Source: an optimization exercise on an open RTL-to-GDS flow (aim: small area). Production flows keep margins and buffers that such runs may drop. At most, simulation tests tie the RTL to the original design; equivalence was not proved. Function not checked in run 5: the RTL went through the layout flow alone. Power and IR drop assume default switching activity.

==> design.v <==
module design_5 #(parameter width = 8, parameter cwidth = 4)(
  input [width-1:0] OPA, OPB,
  input CLK, RST, CE, MODE, CIN,
  input [1:0] INP_VALID,
  input [cwidth-1:0] CMD,
  output reg [2*width:0] RES,
  output OFLOW,
  output COUT,
  output G,
  output L,
  output E,
  output ERR
);
  localparam [4:0] C_ZERO = 5'b00000;
  localparam [4:0] C_AND  = 5'b01000, C_NAND = 5'b00111, C_OR   = 5'b01110, C_NOR = 5'b00001;
  localparam [4:0] C_XOR  = 5'b00110, C_XNOR = 5'b01001, C_NOTA = 5'b00011, C_NOTB = 5'b00101;
  localparam [4:0] C_ADD  = 5'b10000, C_ADD1 = 5'b10001, C_SUB1 = 5'b10010, C_SUB  = 5'b10011;
  localparam [4:0] C_SADD = 5'b10100, C_SSUB = 5'b10111, C_IDA  = 5'b10110, C_IDB  = 5'b10101;
  localparam [4:0] C_IMUL = 5'b11000, C_SMUL = 5'b11001, C_SHB  = 5'b11010, C_CMP  = 5'b11011;
  localparam [4:0] C_ROT  = 5'b11100, C_SHA  = 5'b11110;
  reg [4:0] code;
  always @* begin
    code = C_ZERO;
    case ({INP_VALID, MODE, CMD})
      7'b11_1_0000: code = C_ADD;
      7'b11_1_0001: code = C_SUB;
      7'b11_1_0010: code = CIN ? C_ADD1 : C_ADD;
      7'b11_1_0011: code = CIN ? C_SUB1 : C_SUB;
      7'b11_1_1000: code = C_CMP;
      7'b11_1_1001: code = C_IMUL;
      7'b11_1_1010: code = C_SMUL;
      7'b11_1_1011: code = C_SADD;
      7'b11_1_1100: code = C_SSUB;
      7'b01_1_0100: code = C_IDA;
      7'b01_1_0101: code = C_IDA;
      7'b10_1_0110: code = C_IDB;
      7'b10_1_0111: code = C_IDB;
      7'b11_0_0000: code = C_AND;
      7'b11_0_0001: code = C_NAND;
      7'b11_0_0010: code = C_OR;
      7'b11_0_0011: code = C_NOR;
      7'b11_0_0100: code = C_XOR;
      7'b11_0_0101: code = C_XNOR;
      7'b11_0_1100: code = C_ROT;
      7'b11_0_1101: code = C_ROT;
      7'b01_0_0110: code = C_NOTA;
      7'b01_0_1000: code = C_SHA;
      7'b01_0_1001: code = C_SHA;
      7'b10_0_0111: code = C_NOTB;
      7'b10_0_1010: code = C_SHB;
      7'b10_0_1011: code = C_SHB;
      default:      code = C_ZERO;
    endcase
  end
  wire [7:0] a_in = {OPA[7:1], INP_VALID == 2'b10 ? CMD[0] : OPA[0]};
  wire ror_in = {INP_VALID, MODE, CMD} == 7'b11_0_1101;
  wire [7:0] b_in = {OPB[7:3], OPB[2] ^ (ror_in & (OPB[1] | OPB[0])), OPB[1] ^ (ror_in & OPB[0]),
                     INP_VALID == 2'b01 ? CMD[0] : OPB[0]};
  reg [7:0] A, B;
  reg [4:0] op;
  reg [18:9] s2;
  wire [18:0] enc;
  always @(posedge CLK) begin
    if (CE) begin
      A  <= a_in;
      B  <= b_in;
    end
  end
  always @(posedge CLK or posedge RST) begin
    if (RST) begin
      op <= 5'b0;
      s2 <= 10'b0;
      RES[8:0] <= 9'b0;
    end else if (CE) begin
      op <= code;
      s2 <= enc[18:9];
      RES[8:0] <= enc[8:0];
    end
  end
  wire o_add  = op == C_ADD,  o_add1 = op == C_ADD1, o_sub  = op == C_SUB,  o_sub1 = op == C_SUB1;
  wire o_sadd = op == C_SADD, o_ssub = op == C_SSUB, o_ida  = op == C_IDA,  o_idb  = op == C_IDB;
  wire o_imul = op == C_IMUL, o_smul = op == C_SMUL, o_shb  = op == C_SHB,  o_cmp  = op == C_CMP;
  wire o_rot  = op == C_ROT,  o_sha  = op == C_SHA;
  wire fgrp   = ~op[4];
  wire sgn   = o_sadd | o_ssub;
  wire use_a = o_add | o_add1 | o_sub | o_sub1 | sgn | o_ida | o_imul;
  wire use_b = o_add | o_add1 | o_sub | o_sub1 | sgn | o_idb | o_imul;
  wire inv_b = o_sub | o_sub1 | o_ssub | (o_ida & B[0]);
  wire ones_a = o_idb & A[0];
  wire mul   = o_imul | o_smul;
  wire cin   = o_add1 | o_sub | o_ssub | (o_ida & ~B[0]) | (o_idb & ~A[0]) | o_imul;
  wire rot   = o_rot;
  wire sa    = o_sha | rot;             
  wire shla  = o_sha & B[0], shra = o_sha & ~B[0];
  wire shlb  = o_shb & A[0], shrb = o_shb & ~A[0];
  wire shl   = shla | shlb;
  wire shr   = shra | shrb;
  wire [7:0] oh;
  genvar gj;
  generate for (gj = 0; gj < 8; gj = gj + 1) begin : g_oh
    if (gj == 1)      assign oh[gj] = (rot & (B[2:0] == gj)) | shla;
    else if (gj == 7) assign oh[gj] = (rot & (B[2:0] == gj)) | shra;
    else              assign oh[gj] = rot & (B[2:0] == gj);
  end endgenerate
  wire [8:0] U = ({sgn & A[7], A} & {9{use_a}}) | {9{ones_a}};
  wire [8:0] V = ({sgn & B[7], B} & {9{use_b}}) ^ {9{inv_b}};
  wire [7:0] X = (A & {8{mul | sa}}) | {shrb, 5'b0, shlb, 1'b0};
  wire [7:0] Y = (B & {8{mul | o_shb}}) | oh;
  wire [16:0] R;      
  wire c_split;
  wire r8 = R[8] ^ c_split;
  wire pp0_0 = X[0] & Y[0];
  wire pp0_1 = X[0] & Y[1];
  wire pp0_2 = X[0] & Y[2];
  wire pp0_3 = X[0] & Y[3];
  wire pp0_4 = X[0] & Y[4];
  wire pp0_5 = X[0] & Y[5];
  wire pp0_6 = X[0] & Y[6];
  wire pp0_7 = X[0] & Y[7];
  wire pp1_0 = X[1] & Y[0];
  wire pp1_1 = X[1] & Y[1];
  wire pp1_2 = X[1] & Y[2];
  wire pp1_3 = X[1] & Y[3];
  wire pp1_4 = X[1] & Y[4];
  wire pp1_5 = X[1] & Y[5];
  wire pp1_6 = X[1] & Y[6];
  wire pp1_7 = X[1] & Y[7];
  wire pp2_0 = X[2] & Y[0];
  wire pp2_1 = X[2] & Y[1];
  wire pp2_2 = X[2] & Y[2];
  wire pp2_3 = X[2] & Y[3];
  wire pp2_4 = X[2] & Y[4];
  wire pp2_5 = X[2] & Y[5];
  wire pp2_6 = X[2] & Y[6];
  wire pp2_7 = X[2] & Y[7];
  wire pp3_0 = X[3] & Y[0];
  wire pp3_1 = X[3] & Y[1];
  wire pp3_2 = X[3] & Y[2];
  wire pp3_3 = X[3] & Y[3];
  wire pp3_4 = X[3] & Y[4];
  wire pp3_5 = X[3] & Y[5];
  wire pp3_6 = X[3] & Y[6];
  wire pp3_7 = X[3] & Y[7];
  wire pp4_0 = X[4] & Y[0];
  wire pp4_1 = X[4] & Y[1];
  wire pp4_2 = X[4] & Y[2];
  wire pp4_3 = X[4] & Y[3];
  wire pp4_4 = X[4] & Y[4];
  wire pp4_5 = X[4] & Y[5];
  wire pp4_6 = X[4] & Y[6];
  wire pp4_7 = X[4] & Y[7];
  wire pp5_0 = X[5] & Y[0];
  wire pp5_1 = X[5] & Y[1];
  wire pp5_2 = X[5] & Y[2];
  wire pp5_3 = X[5] & Y[3];
  wire pp5_4 = X[5] & Y[4];
  wire pp5_5 = X[5] & Y[5];
  wire pp5_6 = X[5] & Y[6];
  wire pp5_7 = X[5] & Y[7];
  wire pp6_0 = X[6] & Y[0];
  wire pp6_1 = X[6] & Y[1];
  wire pp6_2 = X[6] & Y[2];
  wire pp6_3 = X[6] & Y[3];
  wire pp6_4 = X[6] & Y[4];
  wire pp6_5 = X[6] & Y[5];
  wire pp6_6 = X[6] & Y[6];
  wire pp6_7 = X[6] & Y[7];
  wire pp7_0 = X[7] & Y[0];
  wire pp7_1 = X[7] & Y[1];
  wire pp7_2 = X[7] & Y[2];
  wire pp7_3 = X[7] & Y[3];
  wire pp7_4 = X[7] & Y[4];
  wire pp7_5 = X[7] & Y[5];
  wire pp7_6 = X[7] & Y[6];
  wire pp7_7 = X[7] & Y[7];
  wire fs0, fc0;
  fa_cell u_f0 (.a(U[0]), .b(cin), .c(V[0]), .s(fs0), .co(fc0));
  wire hs0, hc0;
  ha_cell u_h0 (.a(pp0_0), .b(fs0), .s(hs0), .co(hc0));
  assign R[0] = hs0;
  wire fs1, fc1;
  fa_cell u_f1 (.a(U[1]), .b(V[1]), .c(pp0_1), .s(fs1), .co(fc1));
  wire fs2, fc2;
  fa_cell u_f2 (.a(pp1_0), .b(fc0), .c(fs1), .s(fs2), .co(fc2));
  wire hs1, hc1;
  ha_cell u_h1 (.a(hc0), .b(fs2), .s(hs1), .co(hc1));
  assign R[1] = hs1;
  wire fs3, fc3;
  fa_cell u_f3 (.a(U[2]), .b(V[2]), .c(pp0_2), .s(fs3), .co(fc3));
  wire fs4, fc4;
  fa_cell u_f4 (.a(pp1_1), .b(pp2_0), .c(fc1), .s(fs4), .co(fc4));
  wire fs5, fc5;
  fa_cell u_f5 (.a(fs3), .b(fs4), .c(fc2), .s(fs5), .co(fc5));
  wire hs2, hc2;
  ha_cell u_h2 (.a(hc1), .b(fs5), .s(hs2), .co(hc2));
  assign R[2] = hs2;
  wire fs6, fc6;
  fa_cell u_f6 (.a(U[3]), .b(V[3]), .c(pp0_3), .s(fs6), .co(fc6));
  wire fs7, fc7;
  fa_cell u_f7 (.a(pp1_2), .b(pp2_1), .c(pp3_0), .s(fs7), .co(fc7));
  wire fs8, fc8;
  fa_cell u_f8 (.a(fc3), .b(fs6), .c(fs7), .s(fs8), .co(fc8));
  wire fs9, fc9;
  fa_cell u_f9 (.a(fc4), .b(fs8), .c(fc5), .s(fs9), .co(fc9));
  wire hs3, hc3;
  ha_cell u_h3 (.a(hc2), .b(fs9), .s(hs3), .co(hc3));
  assign R[3] = hs3;
  wire fs10, fc10;
  fa_cell u_f10 (.a(U[4]), .b(V[4]), .c(pp0_4), .s(fs10), .co(fc10));
  wire fs11, fc11;
  fa_cell u_f11 (.a(pp1_3), .b(pp2_2), .c(pp3_1), .s(fs11), .co(fc11));
  wire fs12, fc12;
  fa_cell u_f12 (.a(pp4_0), .b(fc6), .c(fc7), .s(fs12), .co(fc12));
  wire fs13, fc13;
  fa_cell u_f13 (.a(fs10), .b(fs11), .c(fs12), .s(fs13), .co(fc13));
  wire fs14, fc14;
  fa_cell u_f14 (.a(fc8), .b(fs13), .c(fc9), .s(fs14), .co(fc14));
  wire hs4, hc4;
  ha_cell u_h4 (.a(hc3), .b(fs14), .s(hs4), .co(hc4));
  assign R[4] = hs4;
  wire fs15, fc15;
  fa_cell u_f15 (.a(U[5]), .b(V[5]), .c(pp0_5), .s(fs15), .co(fc15));
  wire fs16, fc16;
  fa_cell u_f16 (.a(pp1_4), .b(pp2_3), .c(pp3_2), .s(fs16), .co(fc16));
  wire fs17, fc17;
  fa_cell u_f17 (.a(pp4_1), .b(pp5_0), .c(fc10), .s(fs17), .co(fc17));
  wire fs18, fc18;
  fa_cell u_f18 (.a(fc11), .b(fs15), .c(fs16), .s(fs18), .co(fc18));
  wire fs19, fc19;
  fa_cell u_f19 (.a(fc12), .b(fs17), .c(fs18), .s(fs19), .co(fc19));
  wire fs20, fc20;
  fa_cell u_f20 (.a(fc13), .b(fs19), .c(fc14), .s(fs20), .co(fc20));
  wire hs5, hc5;
  ha_cell u_h5 (.a(hc4), .b(fs20), .s(hs5), .co(hc5));
  assign R[5] = hs5;
  wire fs21, fc21;
  fa_cell u_f21 (.a(U[6]), .b(V[6]), .c(pp0_6), .s(fs21), .co(fc21));
  wire fs22, fc22;
  fa_cell u_f22 (.a(pp1_5), .b(pp2_4), .c(pp3_3), .s(fs22), .co(fc22));
  wire fs23, fc23;
  fa_cell u_f23 (.a(pp4_2), .b(pp5_1), .c(pp6_0), .s(fs23), .co(fc23));
  wire fs24, fc24;
  fa_cell u_f24 (.a(fc15), .b(fc16), .c(fs21), .s(fs24), .co(fc24));
  wire fs25, fc25;
  fa_cell u_f25 (.a(fs22), .b(fs23), .c(fc17), .s(fs25), .co(fc25));
  wire fs26, fc26;
  fa_cell u_f26 (.a(fc18), .b(fs24), .c(fs25), .s(fs26), .co(fc26));
  wire fs27, fc27;
  fa_cell u_f27 (.a(fc19), .b(fs26), .c(fc20), .s(fs27), .co(fc27));
  wire hs6, hc6;
  ha_cell u_h6 (.a(hc5), .b(fs27), .s(hs6), .co(hc6));
  assign R[6] = hs6;
  wire fs28, fc28;
  fa_cell u_f28 (.a(U[7]), .b(V[7]), .c(pp0_7), .s(fs28), .co(fc28));
  wire fs29, fc29;
  fa_cell u_f29 (.a(pp1_6), .b(pp2_5), .c(pp3_4), .s(fs29), .co(fc29));
  wire fs30, fc30;
  fa_cell u_f30 (.a(pp4_3), .b(pp5_2), .c(pp6_1), .s(fs30), .co(fc30));
  wire fs31, fc31;
  fa_cell u_f31 (.a(pp7_0), .b(fc21), .c(fc22), .s(fs31), .co(fc31));
  wire fs32, fc32;
  fa_cell u_f32 (.a(fc23), .b(fs28), .c(fs29), .s(fs32), .co(fc32));
  wire fs33, fc33;
  fa_cell u_f33 (.a(fs30), .b(fs31), .c(fc24), .s(fs33), .co(fc33));
  wire fs34, fc34;
  fa_cell u_f34 (.a(fs32), .b(fc25), .c(fs33), .s(fs34), .co(fc34));
  wire fs35, fc35;
  fa_cell u_f35 (.a(fc26), .b(fs34), .c(fc27), .s(fs35), .co(fc35));
  wire hs7, hc7;
  ha_cell u_h7 (.a(hc6), .b(fs35), .s(hs7), .co(hc7));
  assign R[7] = hs7;
  assign c_split = hc7;
  wire fs36, fc36;
  fa_cell u_f36 (.a(U[8]), .b(V[8]), .c(pp1_7), .s(fs36), .co(fc36));
  wire fs37, fc37;
  fa_cell u_f37 (.a(pp2_6), .b(pp3_5), .c(pp4_4), .s(fs37), .co(fc37));
  wire fs38, fc38;
  fa_cell u_f38 (.a(pp5_3), .b(pp6_2), .c(pp7_1), .s(fs38), .co(fc38));
  wire fs39, fc39;
  fa_cell u_f39 (.a(fc28), .b(fc29), .c(fc30), .s(fs39), .co(fc39));
  wire fs40, fc40;
  fa_cell u_f40 (.a(fs36), .b(fs37), .c(fs38), .s(fs40), .co(fc40));
  wire fs41, fc41;
  fa_cell u_f41 (.a(fc31), .b(fs39), .c(fc32), .s(fs41), .co(fc41));
  wire fs42, fc42;
  fa_cell u_f42 (.a(fs40), .b(fc33), .c(fs41), .s(fs42), .co(fc42));
  wire fs43, fc43;
  fa_cell u_f43 (.a(fc34), .b(fs42), .c(fc35), .s(fs43), .co(fc43));
  assign R[8] = fs43;
  wire fs44, fc44;
  fa_cell u_f44 (.a(pp2_7), .b(pp3_6), .c(pp4_5), .s(fs44), .co(fc44));
  wire fs45, fc45;
  fa_cell u_f45 (.a(pp5_4), .b(pp6_3), .c(pp7_2), .s(fs45), .co(fc45));
  wire fs46, fc46;
  fa_cell u_f46 (.a(fc36), .b(fc37), .c(fc38), .s(fs46), .co(fc46));
  wire fs47, fc47;
  fa_cell u_f47 (.a(fs44), .b(fs45), .c(fc39), .s(fs47), .co(fc47));
  wire fs48, fc48;
  fa_cell u_f48 (.a(fs46), .b(fc40), .c(fc41), .s(fs48), .co(fc48));
  wire fs49, fc49;
  fa_cell u_f49 (.a(fs47), .b(fc42), .c(fs48), .s(fs49), .co(fc49));
  wire hs8, hc8;
  ha_cell u_h8 (.a(fs49), .b(fc43), .s(hs8), .co(hc8));
  assign R[9] = hs8;
  wire fs50, fc50;
  fa_cell u_f50 (.a(pp3_7), .b(pp4_6), .c(pp5_5), .s(fs50), .co(fc50));
  wire fs51, fc51;
  fa_cell u_f51 (.a(pp6_4), .b(pp7_3), .c(fc44), .s(fs51), .co(fc51));
  wire fs52, fc52;
  fa_cell u_f52 (.a(fc45), .b(fs50), .c(fc46), .s(fs52), .co(fc52));
  wire fs53, fc53;
  fa_cell u_f53 (.a(fs51), .b(fc47), .c(fs52), .s(fs53), .co(fc53));
  wire fs54, fc54;
  fa_cell u_f54 (.a(fc48), .b(fs53), .c(fc49), .s(fs54), .co(fc54));
  wire hs9, hc9;
  ha_cell u_h9 (.a(fs54), .b(hc8), .s(hs9), .co(hc9));
  assign R[10] = hs9;
  wire fs55, fc55;
  fa_cell u_f55 (.a(pp4_7), .b(pp5_6), .c(pp6_5), .s(fs55), .co(fc55));
  wire fs56, fc56;
  fa_cell u_f56 (.a(pp7_4), .b(fc50), .c(fs55), .s(fs56), .co(fc56));
  wire fs57, fc57;
  fa_cell u_f57 (.a(fc51), .b(fs56), .c(fc52), .s(fs57), .co(fc57));
  wire fs58, fc58;
  fa_cell u_f58 (.a(fc53), .b(fs57), .c(fc54), .s(fs58), .co(fc58));
  wire hs10, hc10;
  ha_cell u_h10 (.a(fs58), .b(hc9), .s(hs10), .co(hc10));
  assign R[11] = hs10;
  wire fs59, fc59;
  fa_cell u_f59 (.a(pp5_7), .b(pp6_6), .c(pp7_5), .s(fs59), .co(fc59));
  wire fs60, fc60;
  fa_cell u_f60 (.a(fc55), .b(fs59), .c(fc56), .s(fs60), .co(fc60));
  wire fs61, fc61;
  fa_cell u_f61 (.a(fs60), .b(fc57), .c(fc58), .s(fs61), .co(fc61));
  wire hs11, hc11;
  ha_cell u_h11 (.a(fs61), .b(hc10), .s(hs11), .co(hc11));
  assign R[12] = hs11;
  wire fs62, fc62;
  fa_cell u_f62 (.a(pp6_7), .b(pp7_6), .c(fc59), .s(fs62), .co(fc62));
  wire fs63, fc63;
  fa_cell u_f63 (.a(fs62), .b(fc60), .c(fc61), .s(fs63), .co(fc63));
  wire hs12, hc12;
  ha_cell u_h12 (.a(fs63), .b(hc11), .s(hs12), .co(hc12));
  assign R[13] = hs12;
  wire fs64, fc64;
  fa_cell u_f64 (.a(pp7_7), .b(fc62), .c(fc63), .s(fs64), .co(fc64));
  wire hs13, hc13;
  ha_cell u_h13 (.a(fs64), .b(hc12), .s(hs13), .co(hc13));
  assign R[14] = hs13;
  wire hs14, hc14;
  ha_cell u_h14 (.a(fc64), .b(hc13), .s(hs14), .co(hc14));
  assign R[15] = hs14;
  assign R[16] = hc14;
  wire [7:0] ca = {A[7] ^ sgn, A[6:0]};
  wire [7:0] cb = {B[7] ^ sgn, B[6:0]};
  reg gt;
  integer ci;
  always @* begin
    gt = 1'b0;
    for (ci = 0; ci < 8; ci = ci + 1)
      gt = (ca[ci] ^ cb[ci]) ? ca[ci] : gt;
  end
  wire eq = A == B;
  wire lt = ~gt & ~eq;
  reg [7:0] f2;
  integer i;
  always @* for (i = 0; i < 8; i = i + 1)
    f2[i] = fgrp & ((op[3] & A[i] & B[i]) | (op[2] & A[i] & ~B[i]) | (op[1] & ~A[i] & B[i]) | (op[0] & ~A[i] & ~B[i]));
  wire arith9 = o_add | o_add1 | o_sub | o_sub1 | sgn | o_ida | o_idb;
  wire hi_en  = rot | shr;
  wire sx     = o_sub | o_sub1 | sgn | (o_ida & B[0]) | (o_idb & A[0]);
  wire cf     = o_add | o_add1 | sgn;
  wire [8:0] val = {r8 & arith9, R[7] & ~shr, R[6:0]} | {1'b0, R[15:8] & {8{hi_en}}} | {1'b0, f2};
  wire f_of = ((o_sub | o_sub1) & lt)
            | (o_sadd & (A[7] == B[7]) & (R[7] != A[7]))
            | (o_ssub & (A[7] != B[7]) & (R[7] != A[7]));
  wire cmpop = o_cmp | sgn;
  wire f_e = cmpop & eq;
  wire f_l = cmpop & lt;
  wire f_g = cmpop & gt;
  wire f_err = rot & (|B[7:3]);
  assign enc[7:0]  = o_smul ? {R[6:0], 1'b0} : val[7:0];
  assign enc[8]    = o_smul ? R[7] : r8 & (arith9 | o_imul);
  assign enc[18:9] = mul ? (o_imul ? {1'b1, R[8] & c_split, R[16:9]} : {1'b1, c_split, R[15:8]})
                         : {2'b00, cf & r8, 1'b0, f_err, f_e, f_l, f_g, f_of, sx & r8};
  wire m = s2[18];
  wire sext = s2[9];
  wire [7:0] hi = s2[16:9] + s2[17];
  always @* RES[16:9] = m ? hi : {8{sext}};
  assign COUT  = m ? hi[7] : s2[16];
  assign OFLOW = ~m & s2[10];
  assign G     = ~m & s2[11];
  assign L     = ~m & s2[12];
  assign E     = ~m & s2[13];
  assign ERR   = ~m & s2[14];
endmodule
module fa_cell(input a, input b, input c, output s, output co);
  assign s = a ^ b ^ c;
  assign co = (a & b) | (c & (a ^ b));
endmodule
module ha_cell(input a, input b, output s, output co);
  assign s = a ^ b;
  assign co = a & b;
endmodule
==> flow/run.sh <==
#!/bin/bash
# Layout flow: the standard flow (standard.sh) with two changes:
#  - synthesis is the standard synthesis script (synth_recipe.tcl) with only
#    the ABC mapping script replaced by flow/area.abc (area-oriented mapping);
#  - the port buffers that placement inserts use sky130_fd_sc_hd__buf_1.
# Each tool's full output goes to a log file in this folder.
set -euo pipefail
W=$(pwd)
export MY_ABC_SCRIPT="$W/flow/area.abc"
{
  cat <<'TCL'
proc abc {args} {
  set i [lsearch -exact $args -script]
  if { $i >= 0 } { lset args [expr {$i + 1}] $::env(MY_ABC_SCRIPT) }
  yosys abc {*}$args
}
TCL
  cat "$W/synth_recipe.tcl"
} > "$W/own_synth.tcl"
bash "$W/standard.sh" finish "SYNTH_SCRIPT=$W/own_synth.tcl" \
  "BUFFER_PORTS_ARGS=-buffer_cell sky130_fd_sc_hd__buf_1" > "$W/flow_make.log" 2>&1
==> flow/area.abc <==
&get -n
&st
&dc2
&dch -f
&nf -a
&put
topo
==> standard.sh <==
#!/bin/bash
# synth_recipe.tcl (not shown) runs the flow's synth.tcl, then flattens the netlist and writes it again
# the make line also repeats each setting of config.mk as NAME=value (left out here)
make -C /OpenROAD-flow-scripts/flow DESIGN_CONFIG=/design/flow/config.mk WORK_HOME=/design/flow/orfs CLKGATE_MAP_FILE= SYNTH_SCRIPT=/design/flow/synth_recipe.tcl "${@:-finish}"
==> config.mk <==
export PLATFORM = sky130hd
export DESIGN_NAME = design_5
export DESIGN_NICKNAME = design_5
export VERILOG_FILES = /design/flow/design.v
export SDC_FILE = /design/flow/constraint.sdc
export NUM_CORES = 4
export LEC_CHECK = 0
export ABC_AREA = 1
export CAP_MARGIN = 20
export CORE_MARGIN = 2
export CORE_UTILIZATION = 40
export CTS_BUF_LIST = sky130_fd_sc_hd__clkbuf_16
export CTS_CLUSTER_DIAMETER = 500
export CTS_CLUSTER_SIZE = 50
export SLEW_MARGIN = 20
export SYNTH_HIERARCHICAL = 1
export SYNTH_MINIMUM_KEEP_SIZE = 0
==> constraint.sdc <==
create_clock -name core_clock -period 8.0 [get_ports {CLK}]
set_input_delay 1.6000 -clock core_clock [delete_from_list [all_inputs] [get_ports {CLK}]]
set_output_delay 1.6000 -clock core_clock [all_outputs]
set_load 0.01 [all_outputs]
==> impl_metrics.yaml, run 1 <==
yosys:
  synth_area_per_cell_um2: 9.57
  synth_xor_xnor_area_share_pct: 2.72
  ys_async_sr_fraction_pct: 60.0
  syn-num-nets: 617
  synth_warnings: 7
  yosys-top-cells-area: "fa_1, dfrtp_1, edfxtp_1, nor2_1, ha_1"
  ys.flop_type: "dfrtp_1"
  synth_compound_area_share_pct: 15.5
  netlist_instances: 505
  muxShareOfSynthArea_pct: 4.20
  synth.distinct_cells: 51
  synth_top_area_cell: "fa_1"
  synth_edf_count: 16
  yosysSeqAreaShare_pct: 22.4
  yosysTopAreaCellShare_pct: 26.9
  synth-simple-area-share_pct: 20.9
  synth_top_family_by_area: "adder cells"
  netlist_area_um2: 4830
  synth-adder-area-share_pct: 32.1
  ys_seq_elements: 40
timing:
  fin_tns_setup_ns: 0
  period_share_pct: 94.5
  hold_viol_final: 0
  finalSetupViolCount: 0
  finalClockSkew_ns: 0.00357
  min_period_ns: 7.56
  slew_headroom_pct: 42.7
  tightest_slew_ns: 0.860
  fmax_ghz: 0.132
  rsz0062_at_grt: "false"
  final_max_slew_viol_count: 0
  hold_slack_ns: 0.521
final_layout:
  fin_nets: 686
  final_cells: 722
  area_growth_pct: 12.9
  diodes: 0
  drive_above_1_share_pct: 5.74
  layout.cells.most_common: "nor2_1"
  final_cell_mix: "nor2_1, fa_1, buf_1, nand2_1, clkinv_1"
clock_tree:
  cts_tree: "yes"
  clk_pin_slew_ns: 0.06
  cts_num_sinks: 40
  clock_latency_ns: 0.28
  clock-root-buffer: "clkbuf_16"
  cts_setup_buffers: 0
  cts_max_level: 2
  clk_path_buf_depth: 2
  cts_inserted_buffers: 5
floorplan:
  start_util_pct: 40.6
  die_x_um: 114
  die_area_um2: 13000
  rows: 40
  die_h_um: 114
  design.core.area_um2: 11900
  io_pins: 50
grt:
  grt_overflow: 0
  grt_pass1_vias: 4328
  grt_pass1_wl_um: 22600
  grt_usage_pct: 22.4
  grt_max_degree: 59
  grt_antenna_before_repair: 0
route:
  ant_nets: 0
  drt_iter0_drc: 398
  drc: 0
  routed_wl_um: 13900
  vias: 4310
  dr.pass1.iters: 5
  viasPerCell: 5.97
  wl_per_cell_um: 19.2
power_and_ir_drop:
  vdd_ir_drop_max_mv: 0.114
  power.density_nw_per_um2: 97.3
  leakage_nw: 2.36
critical_path:
  start_kind: "flop"
  critPathMaxFanout: 10
  arrival_ns: 7.70
  crit_type: "flop to flop"
  endpoint_kind: "flop"
  worstPathRequired_ns: 8.14
hold_path:
  min_path_type: "flop to flop"
status:
  status: "complete, no violations"
place:
  place_inst: 714
  gp_congestion: 0.910
  hpwl_um: 11200
  portBuffers: 49
run:
  cap_violations: 0
[routing by layer]
metal | up-vias | routed length [um] | GRT usage, % | share of wire (%)
li1 | 1983 | - | - | -
met1 | 2145 | 6180 | 31.7 | 45
met2 | 160 | 6650 | 36.6 | 48
met3 | 22 | 804 | 3.51 | 5.8
met4 | 0 | 212 | 4.96 | 1.5
met5 | - | 0 | 0 | 0
[through the flow]
step	setup slack [ns]	total power, mW	utilization (%)	cell area (um^2)
6_report	0.438	0.530	45.8	5450
5_1_grt	0.0166	0.556	45.8	5450
4_1_cts	0.426	0.533	45.6	5440
3_5_place_dp	0.432	0.345	44.5	5300
3_3_place_gp	0.573	0.343	44.5	5300
2_1_floorplan	0.873	0.304	-	4830
[synth_stat cells (all sizes together) (12+ instances only)]
library cell	n
a21oi	14
clkinv	28
dfrtp	24
edfxtp	16
fa	65
ha	20
nand2	47
nand3	12
nor2	98
o21ai	17
o22ai	15
xnor2	14
[sequential cells by signal (all words and copies together) (netlist names)]
name / count
A: 8
B: 8
RES: 9
op: 5
s2: 10
[timing repair]
| action | in CTS | in global routing |
|---|---|---|
| hold buffers | 0 | 0 |
| resized for setup | 0 | 4 |
| endpoints found under the setup margin | 0 | 2 |
[per-module statistics from Yosys, one instance, submodules excluded]
module | flops+latches | area [um^2] | copies in the design
design_5 | 40 | 3340 | 1
fa_cell | 0 | 20.0 | 65
ha_cell | 0 | 12.5 | 15
[path summary, 6_finish.rpt]
path	from	end	slack, ns	depth (start not counted)
hold reg to reg	RES[0]	RES[0]	0.52	2
setup reg to reg	op[3]	s2[16]	0.44	23
max in group asynchronous	RST	op[4]	6.21	2
min in group asynchronous	RST	RES[0]	1.36	2
hold / removal	RES[0]	RES[0]	0.52	2
setup / recovery	op[3]	s2[16]	0.44	23
[power by group]
group,internal [mW],leakage [nW],switching [mW]
clock network,0.113,0.0710,0.0754
registers,0.229,0.478,0.0239
logic,0.0357,1.81,0.0534
total,0.378,2.36,0.153
[cell type report]
cell class / count / area (um^2)
repair buffers: 62 / 283
inverters: 28 / 105
clock buffers: 5 / 125
flip-flops and latches: 40 / 1080
multi-input cells: 437 / 3660
well taps: 147 / 184
fillers: 1183 / 6460
clock inverters: 3 / 13.8
[cells by family (layout without fill, tap and decap cells)]
group	after synthesis	after routing
compound gates	108	108
xor+xnor	15	15
fa+ha+maj	85	85
buf+inv	28	98
flops	40	40
mux	10	10
simple gates	219	219
[critical path, cell delays in order (launching register included)]
cell      delay, ns
dfrtp_1        0.50
and3b_1        0.26
a32o_1         0.32
nor2_1         0.23
nand3_1        0.30
a21o_1         0.29
fa_1           0.46
fa_1           0.48
fa_1           0.42
fa_1           0.41
fa_1           0.39
fa_1           0.39
fa_1           0.38
fa_1           0.39
fa_1           0.38
ha_1           0.19
ha_1           0.18
ha_1           0.18
ha_1           0.18
ha_1           0.18
ha_1           0.19
ha_1           0.31
a221oi_1       0.29
a21oi_1        0.11
==> inputs of run 2 (changes only) <==
--- a/config.mk
+++ b/config.mk
@@ -10,7 +10,6 @@
 export CORE_MARGIN = 2
 export CORE_UTILIZATION = 40
-export CTS_BUF_LIST = sky130_fd_sc_hd__clkbuf_16
-export CTS_CLUSTER_DIAMETER = 500
-export CTS_CLUSTER_SIZE = 50
+export CTS_BUF_LIST = sky130_fd_sc_hd__clkbuf_8
+export GPL_TIMING_DRIVEN = 0
 export SLEW_MARGIN = 20
 export SYNTH_HIERARCHICAL = 1
==> impl_metrics.yaml, run 2 <==
place:
  hpwl_um: 10300
  gp_congestion: 0.928
  dpl_cell_area_um2: 5230
  portBuffers: 49
floorplan:
  die_area_um2: 13000
  io_pins: 50
  start_util_pct: 40.6
  design.core.area_um2: 11900
  die_h_um: 114
  rows: 40
  die_x_um: 114
timing:
  finalSetupViolCount: 0
  hold_viol_final: 0
  finalClockSkew_ns: 0.00868
  tightest_slew_ns: 0.854
  slew_headroom_pct: 42.7
  final_max_slew_viol_count: 0
  fmax_ghz: 0.129
  period_share_pct: 96.6
  min_period_ns: 7.73
final_layout:
  largestRegisters: "s2: 10 flops, RES: 9 flops"
  final_cell_mix: "nor2_1, fa_1, buf_1, nand2_1, clkinv_1"
  regMostFlops: "s2"
  largest_register_ffs: 10
  drive_above_1_share_pct: 5.32
  design_area_um2: 5400
  fin_nets: 675
  diodes: 0
  utilization_pct: 45.3
  layout.cells.most_common: "nor2_1"
  area_growth_pct: 11.7
power_and_ir_drop:
  vdd_ir_drop_max_mv: 0.0958
  power.density_nw_per_um2: 93.4
  leakage_nw: 2.32
route:
  ant_nets: 0
  vias: 4152
  viasPerCell: 5.84
  dr.pass1.iters: 5
  drc: 0
  wl_per_cell_um: 18.0
  routed_wl_um: 12800
  drt_iter0_drc: 433
clock_tree:
  clock_latency_ns: 0.30
  clk_pin_slew_ns: 0.08
  cts_num_sinks: 40
  cts_inserted_buffers: 5
  clk_path_buf_depth: 2
  cts_max_level: 2
  postCtsHoldBufs: 0
  cts_tree: "yes"
  clock-root-buffer: "clkbuf_8"
critical_path:
  reg2regPathDepth: 23
  cp_num_buf_inv: 0
  crit_path_max_incr_delay_ns: 0.50
  endpoint_kind: "flop"
  crit_chain: "and3b_1 > a32o_1 > nor2_1 > nand3_2 > nand2b_1 > and2_0 > fa_1 > fa_1 > fa_1 > fa_1 > fa_1 > fa_1 > fa_1 > fa_1 > fa_1 > ha_1 > ha_1 > ha_1 > ha_1 > ha_1 > ha_1 > a2111oi_1 > o22ai_1"
  crit_top_cell: "fa_1"
  critPathSlowestCell: "dfrtp_2"
  cp.depth: 23
  arrival_ns: 7.89
  crit_type: "flop to flop"
  critPathMaxFanout: 13
  worstPathRequired_ns: 8.16
  cp_top_family: "adder cells"
  ff2ff_setup_slack_ns: 0.27
  worst_r2r_endpoint: "RES[6]"
  start_kind: "flop"
  rr_startpoint: "op[4]"
yosys:
  netlist_area_um2: 4830
  yosysTopAreaCellShare_pct: 26.9
  syn-num-nets: 617
  synth_warnings: 7
  yosysSeqAreaShare_pct: 22.4
  synth.distinct_cells: 51
  synth_commonest_cells: "nor2_1, fa_1, nand2_1, clkinv_1, dfrtp_1"
  synth_top_area_cell: "fa_1"
  yosysMostFrequentCell: "nor2_1"
  ys_async_sr_fraction_pct: 60.0
  yosys-top-cells-area: "fa_1, dfrtp_1, edfxtp_1, nor2_1, ha_1"
  ys_seq_elements: 40
  synth_area_per_cell_um2: 9.57
  ys.flop_type: "dfrtp_1"
  synth_edf_count: 16
  netlist_instances: 505
run:
  cap_violations: 0
hold_path:
  hold-path-endpoint: "RES[3]"
  min_path_type: "flop to flop"
  hold_depth: 2
  worstHoldStart: "RES[3]"
grt:
  grt_overflow: 0
  grt_pass1_vias: 4120
  grt_usage_pct: 20.9
  grt_pass1_wl_um: 21300
  grt_max_degree: 43
  grt_antenna_before_repair: 0
status:
  status: "complete, no violations"
run 2: cell count changes in the layout (fill, tap and decap cells not counted), moves of 3 or more:
cell       delta
buf_4        -13
clkbuf_16     -5
clkbuf_8      +5
clkinv_1      -3
run 2: cells by family after synthesis:
logic type               Yosys count  synth area share (%)
buffers and inverters             28                  2.18
AND/OR/NAND/NOR                  219                  20.9
XOR/XNOR                          15                  2.72
adder cells (fa/ha/maj)           85                  32.1
multiplexers                      10                  4.20
AO/OA/AOI/OAI                    108                  15.5
flip-flops                        40                  22.4
run 2: layout make-up:
type	instances	area, um^2
tap	147	184
fill	1178	6520
clock inverter	3	38.8
clock buffer	5	68.8
multi-input combinational	437	3690
sequential	40	1080
timing repair buffer	51	213
inverter	28	113
run 2: worst max-delay path by stage:
stage / endpoint / from
after detailed placement: RES[6] / op[1]
after global routing: RES[6] / op[1]
after global placement: RES[6] / op[0]
final: RES[6] / op[4]
after CTS: RES[6] / op[0]
after floorplan: s2[16] / op[0]
run 2: metrics by stage:
step / setup WS, ns / std cells / power [mW] / hold slack, ns / setup TNS [ns]
final: 0.273 / 711 / 0.504 / 0.526 / 0
after global placement: -0.0962 / 701 / 0.340 / 0.516 / -0.187
after detailed placement: 0.104 / 702 / 0.343 / 0.520 / 0
after global routing: -0.0313 / 711 / 0.532 / 0.553 / -0.0357
after floorplan: 0.873 / 505 / 0.304 / 0.500 / 0
after CTS: 0.0600 / 710 / 0.505 / 0.531 / 0
run 2: worst reg2reg max path, cell delays in order (launching register included):
cell and delay (ns):
dfrtp_2 0.50, and3b_1 0.25, a32o_1 0.33, nor2_1 0.28, nand3_2 0.23, nand2b_1 0.23
and2_0 0.18, fa_1 0.45, fa_1 0.45, fa_1 0.41, fa_1 0.41, fa_1 0.40
fa_1 0.39, fa_1 0.39, fa_1 0.40, fa_1 0.38, ha_1 0.19, ha_1 0.18
ha_1 0.20, ha_1 0.19, ha_1 0.19, ha_1 0.35, a2111oi_1 0.44, o22ai_1 0.16
run 2: metal layers:
metal / GRT usage (%) / part of all wire, % / vias up
met5: 0 / 0 / -
met4: 5.20 / 2.1 / 0
met3: 2.66 / 6.1 / 25
met2: 33.8 / 47 / 169
met1: 30.1 / 45 / 2004
li1: - / - / 1954
run 2: modules after synthesis (local to each module, per instance):
module    flip-flops and latches  cells  cell area [um^2]
design_5                      40    425              3340
fa_cell                        0      1              20.0
ha_cell                        0      1              12.5
run 2: what timing repair did:
item	CTS	global route
endpoints found under the hold margin	0	0
buffers inserted	0	0
resized for setup	0	13
endpoints found under the setup margin	0	5
run 2: power by group:
group          switching (mW)  leakage [nW]  total (mW)  internal (mW)
logic                  0.0523          1.79      0.0885         0.0362
clock network          0.0725        0.0593       0.164         0.0913
registers              0.0235         0.475       0.252          0.228
total                   0.148          2.32       0.504          0.356
==> inputs of run 3 (changes only) <==
--- a/config.mk
+++ b/config.mk
@@ -10,5 +10,5 @@
 export CORE_MARGIN = 2
 export CORE_UTILIZATION = 40
-export CTS_BUF_LIST = sky130_fd_sc_hd__clkbuf_8
+export CTS_BUF_LIST = sky130_fd_sc_hd__clkbuf_4 sky130_fd_sc_hd__clkbuf_8
 export GPL_TIMING_DRIVEN = 0
 export SLEW_MARGIN = 20
==> impl_metrics.yaml, run 3 <==
grt:
  grt_max_degree: 43
  grt_antenna_before_repair: 0
  grt_usage_pct: 20.9
  grt_overflow: 0
  grt_pass1_wl_um: 21300
  grt_pass1_vias: 4120
critical_path:
  ff2ff_setup_slack_ns: 0.27
  start_kind: "flop"
  critPathSlowestCell: "dfrtp_2"
  reg2regPathDepth: 23
  critPathMaxFanout: 13
  worst_r2r_endpoint: "RES[6]"
  worstPathRequired_ns: 8.16
  crit_chain: "and3b_1 > a32o_1 > nor2_1 > nand3_2 > nand2b_1 > and2_0 > fa_1 > fa_1 > fa_1 > fa_1 > fa_1 > fa_1 > fa_1 > fa_1 > fa_1 > ha_1 > ha_1 > ha_1 > ha_1 > ha_1 > ha_1 > a2111oi_1 > o22ai_1"
  crit_top_cell: "fa_1"
  endpoint_kind: "flop"
  crit_type: "flop to flop"
  rr_startpoint: "op[4]"
  arrival_ns: 7.89
  crit_path_max_incr_delay_ns: 0.50
hold_path:
  min_path_type: "flop to flop"
  worstHoldStart: "RES[3]"
  hold_depth: 2
  hold-path-endpoint: "RES[3]"
timing:
  tightest_slew_ns: 0.854
  final_max_slew_viol_count: 0
  finalClockSkew_ns: 0.00893
  period_share_pct: 96.6
  min_period_ns: 7.73
  fmax_ghz: 0.129
  hold_viol_final: 0
  slew_headroom_pct: 42.7
  finalSetupViolCount: 0
yosys:
  syn-num-nets: 617
  synth_commonest_cells: "nor2_1, fa_1, nand2_1, clkinv_1, dfrtp_1"
  synth.distinct_cells: 51
  yosysSeqAreaShare_pct: 22.4
  ys.flop_type: "dfrtp_1"
  netlist_instances: 505
  yosysTopAreaCellShare_pct: 26.9
  ys_async_sr_fraction_pct: 60.0
  ys_seq_elements: 40
  synth_top_area_cell: "fa_1"
  synth_edf_count: 16
  netlist_area_um2: 4830
  synth_area_per_cell_um2: 9.57
  synth_warnings: 7
  yosys-top-cells-area: "fa_1, dfrtp_1, edfxtp_1, nor2_1, ha_1"
  yosysMostFrequentCell: "nor2_1"
clock_tree:
  clock-root-buffer: "clkbuf_8"
  clk_pin_slew_ns: 0.08
  postCtsHoldBufs: 0
  cts_max_level: 2
  cts_inserted_buffers: 5
  cts_tree: "yes"
  clock_latency_ns: 0.30
  clk_path_buf_depth: 2
  cts_num_sinks: 40
run:
  cap_violations: 0
power_and_ir_drop:
  power_mw: 0.509
  leakage_nw: 2.32
  power.density_nw_per_um2: 94.2
  vdd_ir_drop_max_mv: 0.0956
place:
  portBuffers: 49
  gp_congestion: 0.928
  hpwl_um: 10300
  place_inst: 702
final_layout:
  largestRegisters: "s2: 10 flops, RES: 9 flops"
  layout.cells.most_common: "nor2_1"
  utilization_pct: 45.3
  diodes: 0
  area_growth_pct: 11.8
  fin_nets: 675
  regMostFlops: "s2"
  drive_above_1_share_pct: 5.50
  final_cell_mix: "nor2_1, fa_1, buf_1, nand2_1, clkinv_1"
  largest_register_ffs: 10
  final_cells: 711
floorplan:
  die_x_um: 114
  die_h_um: 114
  start_util_pct: 40.6
  design.core.area_um2: 11900
  rows: 40
  io_pins: 50
  die_area_um2: 13000
route:
  dr.pass1.iters: 5
  drc: 0
  routed_wl_um: 12800
  drt_iter0_drc: 433
  wl_per_cell_um: 18.0
  viasPerCell: 5.84
  ant_nets: 0
  vias: 4152
status:
  status: "complete, no violations"
-- run 3: cell families after synthesis --
family          synth area share, %
simple gates                   20.9
compound gates                 15.5
fa+ha+maj                      32.1
flops                          22.4
buf+inv                        2.18
xor+xnor                       2.72
mux                            4.20
-- run 3: per-layer routing --
metal / routed length [um] / part of all wire (%) / GRT usage [%]
met5: 0 / 0 / 0
met1: 5730 / 45 / 30.1
met3: 815 / 6.4 / 2.66
met4: 250 / 2.0 / 5.20
met2: 6000 / 47 / 33.8
-- run 3: through the flow --
step	worst slack, ns	hold slack, ns	setup TNS, ns	instance area (um^2)
floorplan	0.873	0.500	0	4830
global placement	-0.0962	0.516	-0.187	5200
detailed placement	0.104	0.520	0	5230
CTS	0.0600	0.531	0	5340
global route	-0.0313	0.553	-0.0357	5400
finish	0.269	0.526	0	5400
-- run 3: worst max-delay path by stage --
| stage | depth (start not counted) | slack, ns | endpoint | from |
|---|---|---|---|---|
| finish | 23 | 0.27 | RES[6] | op[4] |
| global route | 23 | -0.03 | RES[6] | op[1] |
| CTS | 21 | 0.06 | RES[6] | op[0] |
| detailed placement | 18 | 0.10 | RES[6] | op[1] |
| global placement | 22 | -0.1 | RES[6] | op[0] |
| floorplan | 22 | 0.87 | s2[16] | op[0] |
-- run 3: timing repair --
item                                    CTS  global route
resized for setup                         0            13
endpoints found under the setup margin    0             5
buffers inserted                          0             0
-- run 3: cell type report --
class                      count  area, um^2
fill                        1176        6510
multi-input combinational    437        3690
sequential                    40        1080
timing repair buffer          51         213
tap                          147         184
inverter                      28         113
clock buffer                   6        76.3
clock inverter                 2        35.0
-- run 3: report_power, final --
group,leakage [nW],switching (mW),internal [mW]
combinational,1.79,0.0523,0.0362
clock,0.0586,0.0722,0.0960
sequential,0.475,0.0235,0.228
-- run 3: per-module statistics from Yosys (local to each module, per instance) --
module,times used,flip-flops and latches
design_5,1,40
ha_cell,15,0
fa_cell,65,0
-- run 3: worst max-delay path: cells and delay by family (launching register included) --
family                     cells  cell delay [ns]
adders and majority gates     15             4.97
and+or+nand+nor                5             1.17
AOI/OAI and AO/OA              3             0.93
DFF                            1             0.50
==> inputs of run 4 (changes only) <==
--- a/config.mk
+++ b/config.mk
@@ -10,6 +10,7 @@
 export CORE_MARGIN = 2
 export CORE_UTILIZATION = 40
-export CTS_BUF_LIST = sky130_fd_sc_hd__clkbuf_4 sky130_fd_sc_hd__clkbuf_8
-export GPL_TIMING_DRIVEN = 0
+export CTS_BUF_LIST = sky130_fd_sc_hd__clkbuf_8
+export CTS_CLUSTER_DIAMETER = 500
+export CTS_CLUSTER_SIZE = 50
 export SLEW_MARGIN = 20
 export SYNTH_HIERARCHICAL = 1
==> impl_metrics.yaml, run 4 <==
yosys:
  synth.distinct_cells: 51
  ys_async_sr_fraction_pct: 60.0
  syn-num-nets: 617
  yosys-top-cells-area: "fa_1, dfrtp_1, edfxtp_1, nor2_1, ha_1"
  ys_seq_elements: 40
  synth_edf_count: 16
  synth_warnings: 7
  yosysMostFrequentCell: "nor2_1"
  netlist_instances: 505
  synth_top_area_cell: "fa_1"
  synth_commonest_cells: "nor2_1, fa_1, nand2_1, clkinv_1, dfrtp_1"
  ys.flop_type: "dfrtp_1"
  netlist_area_um2: 4830
  yosysSeqAreaShare_pct: 22.4
  yosysTopAreaCellShare_pct: 26.9
  synth_area_per_cell_um2: 9.57
timing:
  finalSetupViolCount: 0
  min_period_ns: 7.55
  finalClockSkew_ns: 0.00458
  fin_tns_setup_ns: 0
  final_max_slew_viol_count: 0
  hold_viol_final: 0
  period_share_pct: 94.4
  rsz0062_at_grt: "false"
  tightest_slew_ns: 0.842
  timing.final.ws_setup_ns: 0.447
  slew_headroom_pct: 43.5
  fmax_ghz: 0.132
floorplan:
  design.core.area_um2: 11900
  io_pins: 50
  rows: 40
  die_area_um2: 13000
  die_x_um: 114
  die_h_um: 114
  start_util_pct: 40.6
grt:
  grt_overflow: 0
  grt_max_degree: 59
  grt_antenna_before_repair: 0
  grt_pass1_wl_um: 22500
  grt_pass1_vias: 4278
  grt_usage_pct: 22.3
place:
  portBuffers: 49
  dp_slack_ns: 0.432
  hpwl_um: 11200
  gp_congestion: 0.910
run:
  cap_violations: 0
critical_path:
  crit_top_cell: "fa_1"
  critPathMaxFanout: 10
  cp_top_family: "adder cells"
  worstPathRequired_ns: 8.16
  crit_chain: "and3b_1 > a32o_1 > nor2_1 > nand3_1 > a21o_1 > fa_1 > fa_1 > fa_1 > fa_1 > fa_1 > fa_1 > fa_1 > fa_1 > fa_1 > ha_1 > ha_1 > ha_1 > ha_1 > ha_1 > ha_1 > ha_1 > a221oi_1 > a21oi_1"
  crit_type: "flop to flop"
  start_kind: "flop"
  critPathSlowestCell: "dfrtp_1"
  endpoint_kind: "flop"
  cp_num_buf_inv: 0
  arrival_ns: 7.71
  crit_path_max_incr_delay_ns: 0.50
power_and_ir_drop:
  power.density_nw_per_um2: 87.1
  leakage_nw: 2.34
  vdd_ir_drop_max_mv: 0.0931
route:
  wl_per_cell_um: 19.1
  ant_nets: 0
  drt_iter0_drc: 431
  routed_wl_um: 13800
  viasPerCell: 5.97
  drc: 0
  vias: 4307
  dr.pass1.iters: 7
clock_tree:
  cts_num_sinks: 40
  cts_setup_buffers: 0
  cts_tree: "yes"
  cts_max_level: 2
  clock_latency_ns: 0.30
  clk_path_buf_depth: 2
  postCtsHoldBufs: 0
  clock-root-buffer: "clkbuf_8"
  cts_inserted_buffers: 5
  clk_pin_slew_ns: 0.08
final_layout:
  final_cell_mix: "nor2_1, fa_1, buf_1, nand2_1, clkinv_1"
  area_growth_pct: 11.7
  utilization_pct: 45.3
  drive_above_1_share_pct: 5.74
  layout.cells.most_common: "nor2_1"
  regMostFlops: "s2"
  diodes: 0
  largest_register_ffs: 10
  largestRegisters: "s2: 10 flops, RES: 9 flops"
  fin_nets: 686
status:
  status: "complete, no violations"
hold_path:
  min_path_type: "flop to flop"
-- run 4: worst reg2reg max path, delay by kind of cell, from the launching register on --
kind                     cells  cell delay, ns
AND/OR/NAND/NOR              3            0.78
AO/OA/AOI/OAI                4            0.99
flip-flops                   1            0.50
adder cells (fa/ha/maj)     16            5.11
-- run 4: report_power, final --
group	internal [mW]	switching, mW
clock	0.0591	0.0701
sequential	0.228	0.0238
combinational	0.0357	0.0530
-- run 4: what timing repair did --
| item | 4_1_cts | 5_1_grt |
|---|---|---|
| resized for setup | 0 | 4 |
| endpoints found under the hold margin | 0 | 0 |
| setup endpoints to repair | 0 | 2 |
-- run 4: modules after synthesis, one instance, submodules excluded --
| module | flip-flops and latches | area [um^2] | copies in the design | cells |
|---|---|---|---|---|
| design_5 | 40 | 3340 | 1 | 425 |
| fa_cell | 0 | 20.0 | 65 | 1 |
| ha_cell | 0 | 12.5 | 15 | 1 |
-- run 4: cell families after synthesis --
| family | share of synthesized area [%] |
|---|---|
| xor gates and xnor gates | 2.72 |
| AOI/OAI and AO/OA | 15.5 |
| and+or+nand+nor | 20.9 |
| buffers and inverters | 2.18 |
| DFF | 22.4 |
| adders and majority gates | 32.1 |
| muxes | 4.20 |
-- run 4: area by class of cell --
type                            count  area (um^2)
Fill cell                        1186         6520
Timing Repair Buffer               62          283
Inverter                           28          105
Clock buffer                        5         68.8
Multi-Input combinational cell    437         3660
Tap cell                          147          184
Clock inverter                      3         13.8
Sequential cell                    40         1080
-- run 4: metrics by stage --
step | cell area, um^2 | cells | hold WS [ns] | power, mW
after floorplan | 4830 | 505 | 0.500 | 0.304
after global placement | 5300 | 714 | 0.515 | 0.343
after detailed placement | 5300 | 714 | 0.516 | 0.345
after CTS | 5380 | 722 | 0.527 | 0.473
after global routing | 5400 | 722 | 0.548 | 0.496
final | 5400 | 722 | 0.523 | 0.470
-- run 4: final timing paths --
| check | endpoint | slack (ns) | depth (start not counted) | from |
|---|---|---|---|---|
| worst max-delay path | s2[16] | 0.45 | 23 | op[3] |
| worst min-delay path | RES[0] | 0.52 | 2 | RES[0] |
| worst max register to register | s2[16] | 0.45 | 23 | op[3] |
| worst min register to register | RES[0] | 0.52 | 2 | RES[0] |
| max in group asynchronous | op[4] | 6.24 | 2 | RST |
| min in group asynchronous | op[0] | 1.33 | 2 | RST |
-- run 4: metal layers --
layer	routed length (um)	up-vias	global-route usage (%)
li1	-	1977	-
met4	201	0	4.88
met1	6150	2123	31.7
met3	897	20	3.19
met2	6510	187	36.5
met5	0	-	0
==> inputs of run 5 (changes only) <==
--- a/design.v
+++ b/design.v
@@ -16,7 +16,7 @@
   localparam [4:0] C_XOR  = 5'b00110, C_XNOR = 5'b01001, C_NOTA = 5'b00011, C_NOTB = 5'b00101;
   localparam [4:0] C_ADD  = 5'b10000, C_ADD1 = 5'b10001, C_SUB1 = 5'b10010, C_SUB  = 5'b10011;
-  localparam [4:0] C_SADD = 5'b10100, C_SSUB = 5'b10111, C_IDA  = 5'b10110, C_IDB  = 5'b10101;
-  localparam [4:0] C_IMUL = 5'b11000, C_SMUL = 5'b11001, C_SHB  = 5'b11010, C_CMP  = 5'b11011;
-  localparam [4:0] C_ROT  = 5'b11100, C_SHA  = 5'b11110;
+  localparam [4:0] C_SADD = 5'b10100, C_IMUL = 5'b10101, C_IDA  = 5'b10110, C_SSUB = 5'b10111;
+  localparam [4:0] C_IDB  = 5'b11001, C_SHB  = 5'b11010, C_CMP  = 5'b11011;
+  localparam [4:0] C_SMUL = 5'b11100, C_ROT  = 5'b11101, C_SHA  = 5'b11110;
   reg [4:0] code;
   always @* begin
@@ -83,13 +83,15 @@
   wire o_rot  = op == C_ROT,  o_sha  = op == C_SHA;
   wire fgrp   = ~op[4];
+  wire agrp  = op[4] & ~op[3];
   wire sgn   = o_sadd | o_ssub;
-  wire use_a = o_add | o_add1 | o_sub | o_sub1 | sgn | o_ida | o_imul;
-  wire use_b = o_add | o_add1 | o_sub | o_sub1 | sgn | o_idb | o_imul;
-  wire inv_b = o_sub | o_sub1 | o_ssub | (o_ida & B[0]);
+  wire use_a = agrp;
+  wire use_b = (agrp & ~o_ida) | o_idb;
+  wire inv_b = (agrp & op[1] & ~o_ida) | (o_ida & B[0]);
   wire ones_a = o_idb & A[0];
   wire mul   = o_imul | o_smul;
-  wire cin   = o_add1 | o_sub | o_ssub | (o_ida & ~B[0]) | (o_idb & ~A[0]) | o_imul;
+  wire cin   = (agrp & op[0]) | (o_ida & ~B[0]) | (o_idb & ~A[0]);
   wire rot   = o_rot;
   wire sa    = o_sha | rot;             
+  wire xa    = o_imul | (op[4] & op[3] & op[2]);
   wire shla  = o_sha & B[0], shra = o_sha & ~B[0];
   wire shlb  = o_shb & A[0], shrb = o_shb & ~A[0];
@@ -105,5 +107,5 @@
   wire [8:0] U = ({sgn & A[7], A} & {9{use_a}}) | {9{ones_a}};
   wire [8:0] V = ({sgn & B[7], B} & {9{use_b}}) ^ {9{inv_b}};
-  wire [7:0] X = (A & {8{mul | sa}}) | {shrb, 5'b0, shlb, 1'b0};
+  wire [7:0] X = (A & {8{xa}}) | {shrb, 5'b0, shlb, 1'b0};
   wire [7:0] Y = (B & {8{mul | o_shb}}) | oh;
   wire [16:0] R;      
--- a/config.mk
+++ b/config.mk
@@ -10,7 +10,4 @@
 export CORE_MARGIN = 2
 export CORE_UTILIZATION = 40
-export CTS_BUF_LIST = sky130_fd_sc_hd__clkbuf_8
-export CTS_CLUSTER_DIAMETER = 500
-export CTS_CLUSTER_SIZE = 50
 export SLEW_MARGIN = 20
 export SYNTH_HIERARCHICAL = 1
==> impl_metrics.yaml, run 5 <==
status:
  status: "complete, no violations"
route:
  dr.pass1.iters: 5
  drc: 0
  drt_iter0_drc: 434
  viasPerCell: 5.83
  ant_nets: 0
  vias: 4266
  wl_per_cell_um: 17.7
  routed_wl_um: 13000
final_layout:
  diodes: 0
  fill_cells: 1126
  multi_input_comb_area_um2: 3660
  regMostFlops: "s2"
  largestRegisters: "s2: 10 flops, RES: 9 flops"
  utilization_pct: 46.2
  area_growth_pct: 13.7
  layout.cells.most_common: "nor2_1"
  fin_nets: 696
  drive_above_1_share_pct: 5.81
  final_cell_mix: "nor2_1, fa_1, nand2_1, buf_1, clkinv_1"
  design_area_um2: 5510
  seq_area_um2: 1080
  final_cells: 732
  largest_register_ffs: 10
timing:
  finalClockSkew_ns: 0.00511
  hold_slack_ns: 0.522
  timing.final.ws_setup_ns: 0.437
  finalSetupViolCount: 0
  period_share_pct: 94.5
  fmax_ghz: 0.132
  final_max_slew_viol_count: 0
  rsz0062_at_grt: "false"
  hold_viol_final: 0
  slew_headroom_pct: 44.3
  min_period_ns: 7.56
  tightest_slew_ns: 0.830
  fin_tns_setup_ns: 0
yosys:
  synth_area_per_cell_um2: 9.48
  synth.distinct_cells: 50
  netlist_area_um2: 4840
  ys_async_sr_fraction_pct: 60.0
  yosysSeqAreaShare_pct: 22.3
  netlist_instances: 511
  synth_commonest_cells: "nor2_1, fa_1, nand2_1, clkinv_1, dfrtp_1"
  synth_warnings: 7
  syn-num-nets: 623
  synth_edf_count: 16
  yosysMostFrequentCell: "nor2_1"
  synth_top_area_cell: "fa_1"
  yosysTopAreaCellShare_pct: 26.9
  ys.flop_type: "dfrtp_1"
  ys_seq_elements: 40
  yosys-top-cells-area: "fa_1, dfrtp_1, edfxtp_1, nor2_1, ha_1"
grt:
  grt_antenna_before_repair: 0
  grt_pass1_wl_um: 21200
  grt_max_degree: 43
  grt_overflow: 0
  grt_pass1_vias: 4178
  grt_usage_pct: 20.6
power_and_ir_drop:
  seqPwrFrac_pct: 44.8
  p_switching_mw: 0.148
  internal-power_mw: 0.411
  pwr-share-comb_pct: 15.9
  vdd_ir_drop_max_mv: 0.0804
  power.density_nw_per_um2: 102
  power_mw: 0.560
  leakage_nw: 2.40
  power_frac_clock_pct: 39.4
  switching_share_pct: 26.5
hold_path:
  min_path_type: "flop to flop"
  hold_depth: 2
clock_tree:
  cts_inserted_buffers: 5
  clk_pin_slew_ns: 0.05
  cts_tree: "yes"
  clock-root-buffer: "clkbuf_16"
  cts_num_sinks: 40
  clock_latency_ns: 0.28
  clk_path_buf_depth: 2
  cts_setup_buffers: 0
  cts_max_level: 2
  postCtsHoldBufs: 0
  cts_resized: 0
floorplan:
  design.core.area_um2: 11900
  rows: 40
  start_util_pct: 40.7
  die_area_um2: 13000
  die_x_um: 114
  die_h_um: 114
  io_pins: 50
place:
  gp_congestion: 0.940
  dp_slack_ns: 0.292
  place_inst: 724
  portBuffers: 49
  dpl_cell_area_um2: 5340
  hpwl_um: 10500
critical_path:
  endpoint_kind: "flop"
  worstPathRequired_ns: 8.14
  reg2regPathDepth: 24
  arrival_ns: 7.71
  critPathMaxFanout: 11
  crit_type: "flop to flop"
  start_kind: "flop"
run:
  cap_violations: 0
run 5: final cells by class:
type / instances / area share, %
Timing Repair Buffer: 66 / 5.68
Multi-Input combinational cell: 443 / 66.5
Inverter: 28 / 1.91
Clock buffer: 6 / 2.34
Clock inverter: 2 / 0.636
Tap cell: 147 / 3.34
Sequential cell: 40 / 19.6
run 5: per-layer routing:
metal / GRT usage, % / vias to the layer above / routed length, um
met5: 0 / - / 0
met4: 6.02 / 0 / 320
met3: 3.19 / 26 / 798
met2: 33.0 / 185 / 5930
met1: 29.2 / 2066 / 5900
li1: - / 1989 / -
run 5: modules after synthesis, one instance, submodules excluded:
module,cells inside,area (um^2),flops+latches
design_5,431,3350,40
fa_cell,1,20.0,0
ha_cell,1,12.5,0
run 5: path summary, 6_finish.rpt:
path | slack [ns] | end | startpoint
max | 0.44 | RES[6] | op[4]
min | 0.52 | RES[0] | RES[0]
max reg2reg | 0.44 | RES[6] | op[4]
min reg2reg | 0.52 | RES[0] | RES[0]
max in group asynchronous | 6.26 | s2[10] | RST
min in group asynchronous | 1.35 | RES[1] | RST
run 5: logic make-up after synthesis:
family	after synthesis	share of synthesized area (%)
and+or+nand+nor	226	21.3
AOI/OAI and AO/OA	106	15.1
adders and majority gates	85	32.0
DFF	40	22.3
buffers and inverters	28	2.17
xor gates and xnor gates	16	2.89
muxes	10	4.16
run 5: critical path, stage by stage, from the launching register on:
cell	delay [ns]
dfrtp_1	0.50
nand3b_1	0.21
nor2_1	0.06
buf_4	0.18
nor2_1	0.19
o21ai_1	0.25
a221oi_1	0.47
nor2_1	0.10
fa_1	0.41
fa_1	0.47
fa_1	0.42
fa_1	0.39
fa_1	0.41
fa_1	0.41
fa_1	0.39
fa_1	0.40
fa_1	0.38
ha_1	0.19
ha_1	0.18
ha_1	0.18
ha_1	0.18
ha_1	0.18
ha_1	0.30
a2111oi_0	0.43
o22ai_1	0.14
run 5: power groups by stage:
| stage | combinational [mW] | clock (mW) | sequential [mW] |
|---|---|---|---|
| after floorplan | 0.0539 | 0 | 0.249 |
| after global routing | 0.0992 | 0.236 | 0.253 |
| final | 0.0887 | 0.220 | 0.251 |
| after global placement | 0.0871 | 0 | 0.254 |
| after CTS | 0.0889 | 0.224 | 0.250 |
| after detailed placement | 0.0886 | 0 | 0.254 |

-- port drivers added, routing unchanged --
How much do the figures lean on ideal ports? The routed layouts below were timed once more, with nothing changed but the port constraints. Step 1 (the two cells are an assumption about what drives the block):
set clk [get_ports {CLK}]
set_driving_cell -lib_cell sky130_fd_sc_hd__clkbuf_16 $clk
set_driving_cell -lib_cell sky130_fd_sc_hd__buf_2 [delete_from_list [all_inputs] $clk]
Step 2, shift: input delay + t, output delay - t, t = (earliest + latest rising clock arrival at the registers) / 2. This alone moves slack from input paths to output paths. Three values: no drivers, after step 1, after step 2; two values: the first two.
run | t (ns) | setup WS [ns] | worst hold slack (ns) | worst setup path after step 2 | clock arrival spread, ns
run 1 | 0.319 | 0.438 / 0.438 / 0.438 | 0.521 / 0.521 / 0.521 | register to register | 0.003 / 0.004
run 2 | 0.333 | 0.273 / 0.273 / 0.273 | 0.526 / 0.526 / 0.526 | register to register | 0.008 / 0.009
run 3 | 0.332 | 0.269 / 0.269 / 0.269 | 0.526 / 0.526 / 0.526 | register to register | 0.009 / 0.009
run 4 | 0.333 | 0.447 / 0.447 / 0.447 | 0.523 / 0.523 / 0.523 | register to register | 0.006 / 0.005
run 5 | 0.315 | 0.437 / 0.437 / 0.437 | 0.522 / 0.522 / 0.522 | register to register | 0.005 / 0.005
After both steps setup and hold are still met in every run listed.
